This design comes from an exercise in tuning for small area on the open sky130 flow, not from production work. The RTL was checked by simulation tests, not by an equivalence proof against the original design. Power is estimated from default activity; no workload was simulated.

run 1:
## MAC
module MAC(
input clk,
input rst,
input [16 - 1 : 0] mac_en, 
input [16 * 16 - 1 : 0] img,
input [16 / 8 * 16 - 1 : 0] ker,
input [16 * 28 - 1 : 0] partial_output, 
output [16 * 33 - 1 : 0] result, 
output reg result_vld,
output partial_output_prepare
    );
Size in the first run: about 11000 cells after synthesis, roughly 1100 flip-flops, roughly 1300 I/O pins, roughly 120000 sq um of cells after synthesis.
clock: 8.5 ns
lec_check: 0
abc_clock_period_in_ps: 8500
cap_margin: 20
core_margin: 2
core_utilization: 70
cts_cluster_diameter: 85
cts_cluster_size: 30
place_density: 0.84
slew_margin: 20
synth_hierarchical: 1
synth_minimum_keep_size: 0
standard.sh (not shown) runs the stock make flow with config.mk's settings and CLKGATE_MAP_FILE= SYNTH_SCRIPT=/design/flow/synth_recipe.tcl, a recipe that flattens the netlist after the stock synthesis.
==> flow/flow/run.sh <==
#!/bin/bash
# The standard layout (the standard.sh: standard synthesis, floorplan,
# placement, CTS, routing), with the ports buffered by the smallest buffer
# instead of the one buffer_ports picks on its own.
set -euo pipefail
export BUFFER_PORTS_ARGS="-buffer_cell sky130_fd_sc_hd__buf_1"
bash standard.sh synth > synth.log 2>&1
bash standard.sh finish > finish.log 2>&1
What run 2 does differently from run 1 at the input level:
- PLACE_DENSITY: 0.84 -> 0.8
- CORE_UTILIZATION: 70 -> 65
--- outcome ---
Run 2 went all the way through synthesis, placement and routing and the layout is clean on timing, DRC and antenna.
Relative to run 1, the estimated wirelength of the detail-placed design measured on run 2 has decreased slightly.
Layout filler cell count (higher): run 2
Relative to run 1, the met1 track demand over resource in global routing of run 2 is lower by 3.2 points.
From run 1 to run 2, number of levels in the clock H-tree did not move at all.
Relative to run 1, clock period minus final worst setup slack has decreased by 0.22 ns in run 2.
[compare] base=run 1 new=run 2: worst setup slack grew by 0.22 ns; pin slew with the least headroom to its limit now smaller; fraction of area in non-clock buffers did not really move; full die area moved up.
Changes in run 3 relative to run 2:
- CTS_CLUSTER_DIAMETER now 80, was 85
--- outcome ---
Compared with run 2, run 3 shows a lower shortest period the worst path allows.
Status: wire length reported by the detailed router parity (run 3, run 2)
From run 2 to run 3 the numbers moved as follows: antenna cell count shrank by 12, count of vias placed by the detailed router held.
Edits applied to the flow inputs when going from run 3 to run 4:
- CTS_CLUSTER_DIAMETER: 80 -> 70
- CTS_CLUSTER_SIZE: 30 -> 25
[summary]
Initial antenna violation count of run 4 exceeds that of run 3 by a few percent.
The estimated power of run 4 ends up higher than the estimate for run 3.
Run 4: clock buffer count 17% above run 3
The maximum frequency of run 4 was inferior to that of run 3.
Between run 4 and run 3, the difference in aggregate global-route resource usage is negligible.
From run 3 to run 4 the numbers moved as follows: total routed wirelength shows no meaningful change; layout overhead on the synthesized area went up 0.49 points; post-CTS clock slew at the launch and capture registers of the worst setup and hold paths held steady.
Slack of the critical path: run 4 vs run 3 down 0.040 ns

========
Setup of the previous run:
MAC, a different RTL version from the one above (not shown whole).
Size: roughly 11000 cells after synthesis, ~1100 flip-flops, ~1300 I/O pins, ~120000 sq um of cells after synthesis.
export LEC_CHECK = 0
export ABC_CLOCK_PERIOD_IN_PS = 8500
export CAP_MARGIN = 20
export CORE_MARGIN = 2
export CORE_UTILIZATION = 55
export CTS_CLUSTER_DIAMETER = 70
export CTS_CLUSTER_SIZE = 25
export PLACE_DENSITY = 0.7
export SLEW_MARGIN = 20
export SYNTH_HIERARCHICAL = 1
export SYNTH_MINIMUM_KEEP_SIZE = 0
create_clock -name core_clock -period 8.5 [get_ports {clk}]
Scripts as last shown in full above: flow/flow/run.sh
[inputs] the current run vs the previous run
- a change of CORE_UTILIZATION from 55 to 65
- a change of PLACE_DENSITY from 0.7 to 0.8
Findings:
- The current run | stages: all done | timing, DRC, antenna: all pass
- Re simple-gate area share of the yosys netlist: no difference whatsoever between the previous run and the current run.
- The current run — number of tap cells added at floorplan 480 lower, the previous run as reference
- Looking at post-route cell area across the previous run and the current run, the one that comes out lower is the current run.
- The higher switching power share of the total of the previous run and the current run is in the current run.
- Summary of the current run over the previous run: total stage count of the critical path about even; non-clock buffer share of cell area decreased by 0.19 points relative to the old numbers; share of flip-flops with an asynchronous set or reset did not really move.

==> what the ideal ports hide <==
Ports are ideal in the flow. The routed layouts listed here were re-timed in OpenROAD.
Step 1: set_driving_cell puts a clkbuf_16 on clk and a buf_2 on each other input, an assumption about the parent block.
Step 2, shift: input delay + t, output delay - t, t = (earliest + latest rising clock arrival at the registers) / 2. This alone moves slack from input paths to output paths.
Three values: ideal, step 1, step 2; two values: the first two.
run | t, ns | setup slack, ns | clock arrival spread, ns | worst register clock-pin slew, ns | worst slew at a driven data input, ns
run 1 | 0.851 | 0.430 / 0.430 / -0.137 | 0.054 / 0.054 | 0.12 / 0.12 | 0.28
run 2 | 0.874 | 0.649 / 0.709 / -0.151 | 0.046 / 0.046 | 0.12 / 0.12 | 0.32
run 3 | 0.889 | 0.702 / 0.702 / -0.066 | 0.055 / 0.056 | 0.11 / 0.11 | 0.32
run 4 | 0.893 | 0.662 / 0.667 / -0.156 | 0.072 / 0.073 | 0.10 / 0.10 | 0.33
the previous run | 0.889 | 0.775 / 0.775 / 0.428 | 0.041 / 0.041 | 0.10 / 0.10 | 0.27
the current run | 0.891 | 0.859 / 0.859 / 0.427 | 0.061 / 0.061 | 0.10 / 0.10 | 0.39
Met with ideal ports but missed after step 2: setup timing in run 1, run 2, run 3 and run 4. The setup slack of run 4, which loses most, moves by +0.005 ns with the drivers and by -0.818 ns with both steps.
